Background: an optimization exercise with open tools, aiming at small area and a short achievable clock period. Do not read the settings as production practice. In this exercise RTL edits were held to simulation tests only and were not proved equivalent to the original. The clock port is modelled as an ideal driver; clocking choices that lean on that would not hold on a real chip. No activity file was given, so power comes from the tool's default toggle rates.

==> inputs of run A <==
==> flow/design.v <==
module fifo29(
    input Clk,
    input [31:0] dataIn,
    input RD,
    input WR,
    input EN,
    input Rst,
    output reg [31:0] dataOut,
    output reg EMPTY,
    output reg FULL
);
reg [31:0] FIFO [7:0];
reg [7:0] rdPtr, wrPtr;
reg notEmpty, notFull;
wire act = EN && !Rst;
wire rdGo = act && RD && notEmpty;
wire wrGo = act && WR && notFull;
wire [7:0] rdPtrInc = {rdPtr[6:0], rdPtr[7]};
wire [7:0] wrPtrInc = {wrPtr[6:0], wrPtr[7]};
wire lastWord = |(rdPtrInc & wrPtr);
wire lastSlot = |(wrPtrInc & rdPtr);
wire hold = !EN;
wire clear = EN && Rst;
wire [7:0] rdStep = rdGo ? rdPtrInc : rdPtr;
wire [7:0] wrStep = wrGo ? wrPtrInc : wrPtr;
wire emptyStep = (rdGo && !wrGo) ? lastWord : (wrGo ? 1'b0 : !notEmpty);
wire fullStep = (wrGo && !rdGo) ? lastSlot : (rdGo ? 1'b0 : !notFull);
wire emptyNext = (act & emptyStep) | clear | (hold & !notEmpty);
wire fullNext = (act & fullStep) | (hold & !notFull);
always @(posedge Clk) begin
    rdPtr <= ({8{act}} & rdStep) | ({8{hold}} & rdPtr) | {7'd0, clear};
    wrPtr <= ({8{act}} & wrStep) | ({8{hold}} & wrPtr) | {7'd0, clear};
    notEmpty <= !emptyNext;
    notFull <= !fullNext;
    EMPTY <= emptyNext;
    FULL <= fullNext;
end
wire [7:0] wrSlot = {8{notFull}} & wrPtr;
wire [7:0] rdSlot = {8{notEmpty}} & rdPtr;
wire [31:0] wrEn [7:0];
wire [31:0] rdSel [7:0];
wire [31:0] rdHold;
genvar g, c;
generate
    for (c = 0; c < 4; c = c + 1) begin : gLane
        for (g = 0; g < 8; g = g + 1) begin : gWord
            fifo29_gate4 gw (.en(EN), .req(WR), .rst(Rst), .ok(wrSlot[g]), .y(wrEn[g][8*c]));
            fifo29_gate4 gr (.en(EN), .req(RD), .rst(Rst), .ok(rdSlot[g]), .y(rdSel[g][8*c]));
            assign wrEn[g][8*c+7:8*c+1] = {7{wrEn[g][8*c]}};
            assign rdSel[g][8*c+7:8*c+1] = {7{rdSel[g][8*c]}};
        end
        fifo29_nand4 gh (.en(EN), .req(RD), .rst(Rst), .ok(notEmpty), .y(rdHold[8*c]));
        assign rdHold[8*c+7:8*c+1] = {7{rdHold[8*c]}};
    end
endgenerate
integer i, b;
always @(posedge Clk) begin
    for (i = 0; i < 8; i = i + 1)
        for (b = 0; b < 32; b = b + 1)
            if (wrEn[i][b])
                FIFO[i][b] <= dataIn[b];
end
wire [31:0] rdData;
genvar k;
generate
    for (k = 0; k < 32; k = k + 1) begin : gBit
        wire n0, n1, n2;
        fifo29_aoi222 g0 (.a0(FIFO[0][k]), .s0(rdSel[0][k]), .a1(FIFO[1][k]), .s1(rdSel[1][k]), .a2(FIFO[2][k]), .s2(rdSel[2][k]), .y(n0));
        fifo29_aoi222 g1 (.a0(FIFO[3][k]), .s0(rdSel[3][k]), .a1(FIFO[4][k]), .s1(rdSel[4][k]), .a2(FIFO[5][k]), .s2(rdSel[5][k]), .y(n1));
        fifo29_aoi222 g2 (.a0(FIFO[6][k]), .s0(rdSel[6][k]), .a1(FIFO[7][k]), .s1(rdSel[7][k]), .a2(dataOut[k]), .s2(rdHold[k]), .y(n2));
        assign rdData[k] = ~(n0 & n1 & n2);
    end
endgenerate
always @(posedge Clk)
    dataOut <= rdData;
endmodule
module fifo29_aoi222(
    input a0, s0, a1, s1, a2, s2,
    output y
);
assign y = ~((a0 & s0) | (a1 & s1) | (a2 & s2));
endmodule
module fifo29_gate4(
    input en, req, rst, ok,
    output y
);
assign y = en & req & !rst & ok;
endmodule
module fifo29_nand4(
    input en, req, rst, ok,
    output y
);
assign y = !(en & req & !rst & ok);
endmodule
==> flow/flow/run.sh <==
#!/bin/bash
# The standard layout (standard.sh), with two changes:
#  - plain buffers (buf_2) instead of delay buffers on the ports;
#  - a hand-built two-level clock tree, made by flow/pre_cts.tcl before CTS.
# ORFS's own logs stay under orfs/logs; make's output goes to flow.log.
set -euo pipefail
here=$(pwd)
bash standard.sh "BUFFER_PORTS_ARGS=-buffer_cell sky130_fd_sc_hd__buf_2" \
  "PRE_CTS_TCL=$here/flow/pre_cts.tcl" finish > flow.log 2>&1
==> flow/flow/mtree.tcl <==

# balanced k-means: points are {obj x y}; returns list of cluster index per point, and centers
proc bk_means {pts k iters} {
  set n [llength $pts]
  set sorted [lsort -real -index 1 $pts]
  set cx {}; set cy {}
  for {set c 0} {$c < $k} {incr c} {
    set s [lindex $sorted [expr {int(($c + 0.5) * $n / $k)}]]
    lappend cx [lindex $s 1]; lappend cy [lindex $s 2]
  }
  set cap [expr {int(ceil(1.05 * $n / $k))}]
  for {set iter 0} {$iter < $iters} {incr iter} {
    # all (point, cluster, distance) triples, greedily assigned shortest first under capacity
    set trip {}
    for {set i 0} {$i < $n} {incr i} {
      set p [lindex $pts $i]
      for {set c 0} {$c < $k} {incr c} {
        lappend trip [list $i $c [expr {abs([lindex $p 1]-[lindex $cx $c]) + abs([lindex $p 2]-[lindex $cy $c])}]]
      }
    }
    set asg [lrepeat $n -1]
    set cnt [lrepeat $k 0]
    foreach t [lsort -real -index 2 $trip] {
      lassign $t i c d
      if {[lindex $asg $i] >= 0 || [lindex $cnt $c] >= $cap} continue
      lset asg $i $c
      lset cnt $c [expr {[lindex $cnt $c] + 1}]
    }
    set sx [lrepeat $k 0.0]; set sy [lrepeat $k 0.0]
    for {set i 0} {$i < $n} {incr i} {
      set c [lindex $asg $i]; set p [lindex $pts $i]
      lset sx $c [expr {[lindex $sx $c] + [lindex $p 1]}]
      lset sy $c [expr {[lindex $sy $c] + [lindex $p 2]}]
    }
    for {set c 0} {$c < $k} {incr c} {
      if {[lindex $cnt $c] > 0} {
        lset cx $c [expr {[lindex $sx $c] / [lindex $cnt $c]}]
        lset cy $c [expr {[lindex $sy $c] / [lindex $cnt $c]}]
      }
    }
  }
  return [list $asg $cx $cy $cnt]
}

proc mt_buffer {block master name innet x y} {
  set net [odb::dbNet_create $block ${name}_net]
  $net setSigType CLOCK
  set b [odb::dbInst_create $block $master $name]
  [$b findITerm A] connect $innet
  [$b findITerm X] connect $net
  $b setLocation [expr {int($x) - [$master getWidth]/2}] [expr {int($y)}]
  $b setPlacementStatus PLACED
  $b setSourceType TIMING
  return $net
}

proc manual_clock_tree {nleaf nmid leafcell midcell} {
  set block [ord::get_db_block]
  set clknet [$block findNet Clk]
  set sinks {}
  foreach it [$clknet getITerms] {
    set inst [$it getInst]
    lassign [$inst getLocation] x y
    set m [$inst getMaster]
    lappend sinks [list $it [expr {$x + [$m getWidth]/2}] [expr {$y + [$m getHeight]/2}]]
  }
  lassign [bk_means $sinks $nleaf 30] asg cx cy cnt
  set leafm [[ord::get_db] findMaster $leafcell]
  set leafin [lrepeat $nleaf $clknet]
  if {$nmid > 0} {
    set midm [[ord::get_db] findMaster $midcell]
    set lpts {}
    for {set c 0} {$c < $nleaf} {incr c} { lappend lpts [list $c [lindex $cx $c] [lindex $cy $c]] }
    lassign [bk_means $lpts $nmid 30] masg mx my mcnt
    set midnets {}
    for {set m 0} {$m < $nmid} {incr m} {
      lappend midnets [mt_buffer $block $midm clkbuf_mid_$m $clknet [lindex $mx $m] [lindex $my $m]]
    }
    for {set c 0} {$c < $nleaf} {incr c} { lset leafin $c [lindex $midnets [lindex $masg $c]] }
    puts "manual clock tree: mids $mcnt"
  }
  set leafnets {}
  for {set c 0} {$c < $nleaf} {incr c} {
    lappend leafnets [mt_buffer $block $leafm clkbuf_leaf_$c [lindex $leafin $c] [lindex $cx $c] [lindex $cy $c]]
  }
  for {set i 0} {$i < [llength $sinks]} {incr i} {
    set it [lindex [lindex $sinks $i] 0]
    $it disconnect
    $it connect [lindex $leafnets [lindex $asg $i]]
  }
  $clknet setSigType CLOCK
  puts "manual clock tree: [llength $sinks] sinks, $nleaf leaves, counts $cnt"
}
==> flow/flow/pre_cts.tcl <==
# Hook run by ORFS before CTS: build a shallow clock tree by hand (port -> 4 middle
# buffers -> 12 leaf buffers -> flip-flops). TritonCTS then finds the clock already
# buffered and leaves it alone.
source [file join [file dirname [info script]] mtree.tcl]
manual_clock_tree 12 4 sky130_fd_sc_hd__clkbuf_16 sky130_fd_sc_hd__clkbuf_16
==> flow/standard.sh <==
#!/bin/bash
# synth_recipe.tcl (not shown) runs the flow's synth.tcl, then flattens the netlist and writes it again
# the make line also repeats each setting of config.mk as NAME=value (left out here)
make -C /OpenROAD-flow-scripts/flow DESIGN_CONFIG=/design/flow/config.mk WORK_HOME=/design/flow/orfs CLKGATE_MAP_FILE= SYNTH_SCRIPT=/design/flow/synth_recipe.tcl "${@:-finish}"
==> flow/config.mk <==
export PLATFORM = sky130hd
export DESIGN_NAME = fifo29
export DESIGN_NICKNAME = fifo29
export VERILOG_FILES = /design/flow/design.v
export SDC_FILE = /design/flow/constraint.sdc
export NUM_CORES = 4
export LEC_CHECK = 0
export CAP_MARGIN = 20
export CORE_MARGIN = 2
export CORE_UTILIZATION = 55
export GPL_TIMING_DRIVEN = 0
export SETUP_SLACK_MARGIN = 1.5
export SLEW_MARGIN = 20
export SYNTH_HIERARCHICAL = 1
export SYNTH_MINIMUM_KEEP_SIZE = 0
==> flow/constraint.sdc <==
create_clock -name core_clock -period 3.0 [get_ports {Clk}]
set_input_delay 0.6000 -clock core_clock [delete_from_list [all_inputs] [get_ports {Clk}]]
set_output_delay 0.6000 -clock core_clock [all_outputs]
set_load 0.01 [all_outputs]
==> inputs of run Y, as changes to run A <==
--- a/flow/config.mk
+++ b/flow/config.mk
@@ -9,4 +9,3 @@
 export CORE_MARGIN = 2
-export CORE_UTILIZATION = 55
-export GPL_TIMING_DRIVEN = 0
+export CORE_UTILIZATION = 40
 export SETUP_SLACK_MARGIN = 1.5
==> inputs of run R, as changes to run A <==
==> flow/design.v, changed modules only <==
module fifo29(
    input Clk,
    input [31:0] dataIn,
    input RD,
    input WR,
    input EN,
    input Rst,
    output reg [31:0] dataOut,
    output reg EMPTY,
    output reg FULL
);
reg [31:0] FIFO [7:0];
reg [7:0] rdPtr, wrPtr;
reg notEmpty, notFull;
reg [7:0] rdOk;
wire act = EN && !Rst;
wire rdGo = act && RD && notEmpty;
wire wrGo = act && WR && notFull;
wire [7:0] rdPtrInc = {rdPtr[6:0], rdPtr[7]};
wire [7:0] wrPtrInc = {wrPtr[6:0], wrPtr[7]};
wire lastWord = |(rdPtrInc & wrPtr);
wire lastSlot = |(wrPtrInc & rdPtr);
wire hold = !EN;
wire clear = EN && Rst;
wire [7:0] rdStep = rdGo ? rdPtrInc : rdPtr;
wire [7:0] wrStep = wrGo ? wrPtrInc : wrPtr;
wire emptyStep = (rdGo && !wrGo) ? lastWord : (wrGo ? 1'b0 : !notEmpty);
wire fullStep = (wrGo && !rdGo) ? lastSlot : (rdGo ? 1'b0 : !notFull);
wire emptyNext = (act & emptyStep) | clear | (hold & !notEmpty);
wire fullNext = (act & fullStep) | (hold & !notFull);
wire [7:0] rdPtrNext = ({8{act}} & rdStep) | ({8{hold}} & rdPtr) | {7'd0, clear};
always @(posedge Clk) begin
    rdPtr <= rdPtrNext;
    rdOk <= rdPtrNext & {8{!emptyNext}};
    wrPtr <= ({8{act}} & wrStep) | ({8{hold}} & wrPtr) | {7'd0, clear};
    notEmpty <= !emptyNext;
    notFull <= !fullNext;
    EMPTY <= emptyNext;
    FULL <= fullNext;
end
wire [7:0] wrSlot = {8{notFull}} & wrPtr;
wire [7:0] rdSlot = rdOk;
wire [31:0] wrEn [7:0];
wire [31:0] rdSel [7:0];
wire [31:0] rdHold;
genvar g, c;
generate
    for (c = 0; c < 2; c = c + 1) begin : gLane
        for (g = 0; g < 8; g = g + 1) begin : gWord
            fifo29_and2 gw (.a(WR), .b(wrSlot[g]), .y(wrEn[g][16*c]));
            fifo29_gate4 gr (.en(EN), .req(RD), .rst(Rst), .ok(rdSlot[g]), .y(rdSel[g][16*c]));
            assign wrEn[g][16*c+15:16*c+1] = {15{wrEn[g][16*c]}};
            assign rdSel[g][16*c+15:16*c+1] = {15{rdSel[g][16*c]}};
        end
        fifo29_nand4 gh (.en(EN), .req(RD), .rst(Rst), .ok(notEmpty), .y(rdHold[16*c]));
        assign rdHold[16*c+15:16*c+1] = {15{rdHold[16*c]}};
    end
endgenerate
integer i, b;
always @(posedge Clk) begin
    for (i = 0; i < 8; i = i + 1)
        for (b = 0; b < 32; b = b + 1)
            if (wrEn[i][b])
                FIFO[i][b] <= dataIn[b];
end
wire [31:0] rdData;
genvar k;
generate
    for (k = 0; k < 32; k = k + 1) begin : gBit
        wire n0, n1, n2;
        fifo29_aoi222 g0 (.a0(FIFO[0][k]), .s0(rdSel[0][k]), .a1(FIFO[1][k]), .s1(rdSel[1][k]), .a2(FIFO[2][k]), .s2(rdSel[2][k]), .y(n0));
        fifo29_aoi222 g1 (.a0(FIFO[3][k]), .s0(rdSel[3][k]), .a1(FIFO[4][k]), .s1(rdSel[4][k]), .a2(FIFO[5][k]), .s2(rdSel[5][k]), .y(n1));
        fifo29_aoi222 g2 (.a0(FIFO[6][k]), .s0(rdSel[6][k]), .a1(FIFO[7][k]), .s1(rdSel[7][k]), .a2(dataOut[k]), .s2(rdHold[k]), .y(n2));
        assign rdData[k] = ~(n0 & n1 & n2);
    end
endgenerate
always @(posedge Clk)
    dataOut <= rdData;
endmodule
module fifo29_and2(
    input a, b,
    output y
);
assign y = a & b;
endmodule
==> flow/flow/run.sh (replaced) <==
#!/bin/bash
# The standard layout (standard.sh), with these changes:
#  - plain buffers (buf_2) instead of delay buffers on the ports;
#  - a hand-built two-level clock tree, made by flow/pre_cts.tcl before CTS;
#  - any extra ORFS make variables listed one per line in flow/extra_args.txt.
# ORFS's own logs stay under orfs/logs; make's output goes to flow.log.
set -euo pipefail
here=$(pwd)
args=("BUFFER_PORTS_ARGS=-buffer_cell sky130_fd_sc_hd__buf_2" "PRE_CTS_TCL=$here/flow/pre_cts.tcl")
if [[ -f flow/extra_args.txt ]]; then
  while IFS= read -r line; do
    [[ -n "$line" ]] && args+=("$line")
  done < flow/extra_args.txt
fi
bash standard.sh "${args[@]}" finish > flow.log 2>&1
==> flow/flow/pre_cts.tcl (replaced) <==
# Hook run by ORFS before CTS: build a shallow clock tree by hand (port -> 4 middle
# buffers -> 16 leaf buffers -> flip-flops). TritonCTS then finds the clock already
# buffered and leaves it alone.
source [file join [file dirname [info script]] mtree.tcl]
manual_clock_tree 16 4 sky130_fd_sc_hd__clkbuf_16 sky130_fd_sc_hd__clkbuf_16
--- a/flow/config.mk
+++ b/flow/config.mk
@@ -9,5 +9,5 @@
 export CORE_MARGIN = 2
-export CORE_UTILIZATION = 55
-export GPL_TIMING_DRIVEN = 0
-export SETUP_SLACK_MARGIN = 1.5
+export CORE_UTILIZATION = 50
+export PLACE_DENSITY = 0.65
+export SETUP_SLACK_MARGIN = 1.6
 export SLEW_MARGIN = 20
@@ -15 +15,2 @@
 export SYNTH_MINIMUM_KEEP_SIZE = 0
+export TNS_END_PERCENT = 0
==> notes.md <==
metric                                                                      run A                  run Y                 run R
Arrival time at the worst endpoint                                        1870 ps                1760 ps               1650 ps
Synthesized-area fraction occupied by and/or/nand/nor cells                 9.24%                  9.24%                 5.58%
Util after Layout                                                           66.3%                  48.3%                 57.3%
Met3 Usage GRT                                                              3.23%                  2.09%                 2.77%
Grt met2 use                                                                39.2%                  29.6%                 37.4%
Outcome                                                  timing/DRC/antenna clean  timing/DRC/antenna clean  timing/DRC/antenna clean
Proportion of total power due to net switching                              22.1%                  22.5%                 22.6%
Number of library cell types mapped by synthesis                               32                     32                    31
Instance count of the mapped netlist                                          580                    580                   562
PD cells                                                               629 nW/µm²             630 nW/µm²            706 nW/µm²
Count of nets after finishing                                                 735                    734                   708
DP Worst Slack                                                             217 ps                 560 ps                588 ps
Site row count                                                                 51                     60                    54
Fillers                                                                      1351                   2224                  1623
Worst reg-to-reg path cell count                                                6                      5                     3
Antenna violations before repair                                                0                      0                     2
Area of the core region                                                 19600 µm²              27000 µm²             21600 µm²
Sum of net half-perimeters after detailed placement                      14800 µm               16000 µm              13900 µm
Launch point of the worst hold path                          FIFO[4][0]$_DFFE_PP_  FIFO[4][30]$_DFFE_PP_  FIFO[4][5]$_DFFE_PP_
Element type at the critical path start                                  register               register             input pin
Period utilization                                                          56.1%                  54.1%                 49.1%
Synth-to-Final Area Change                                                  17.8%                  18.2%                 13.4%
Tightest Pin Transition                                                    400 ps                 431 ps                483 ps
Post-Synthesis Mean Instance Area                                        19.0 µm²               19.0 µm²              19.4 µm²

==> afterwards: timing with drivers on the ports <==
How much do the figures lean on ideal ports? The routed layouts below were timed once more, with nothing changed but the port constraints.
Step 1 assumes that a clkbuf_16 drives the clock port and a buf_2 every other input.
Step 2 adds t to the input delays and takes it off the output delays; t is the mean of the earliest and latest rising clock arrival at the registers after step 1. Input paths then give back, and output paths get back, about the clock's delay inside the block.
Slacks: no drivers / after step 1 / after step 2; pairs: no drivers / after step 1.
run	t (ns)	setup slack, ns	worst hold slack (ns)	worst setup path after step 2	worst data-port slew with drivers (ns)
run A	0.398	1.316 / 1.296 / 0.897	0.450 / 0.450 / 0.450	input to register	0.36
run Y	0.400	1.376 / 1.170 / 0.769	0.479 / 0.457 / 0.480	input to register	0.41
run R	0.406	1.528 / 1.455 / 1.133	0.477 / 0.464 / 0.477	input to register	0.08
After both steps every run listed still meets setup and hold. For run Y, which loses most, drivers alone change the setup slack by -0.206 ns; drivers and shift together by -0.607 ns.
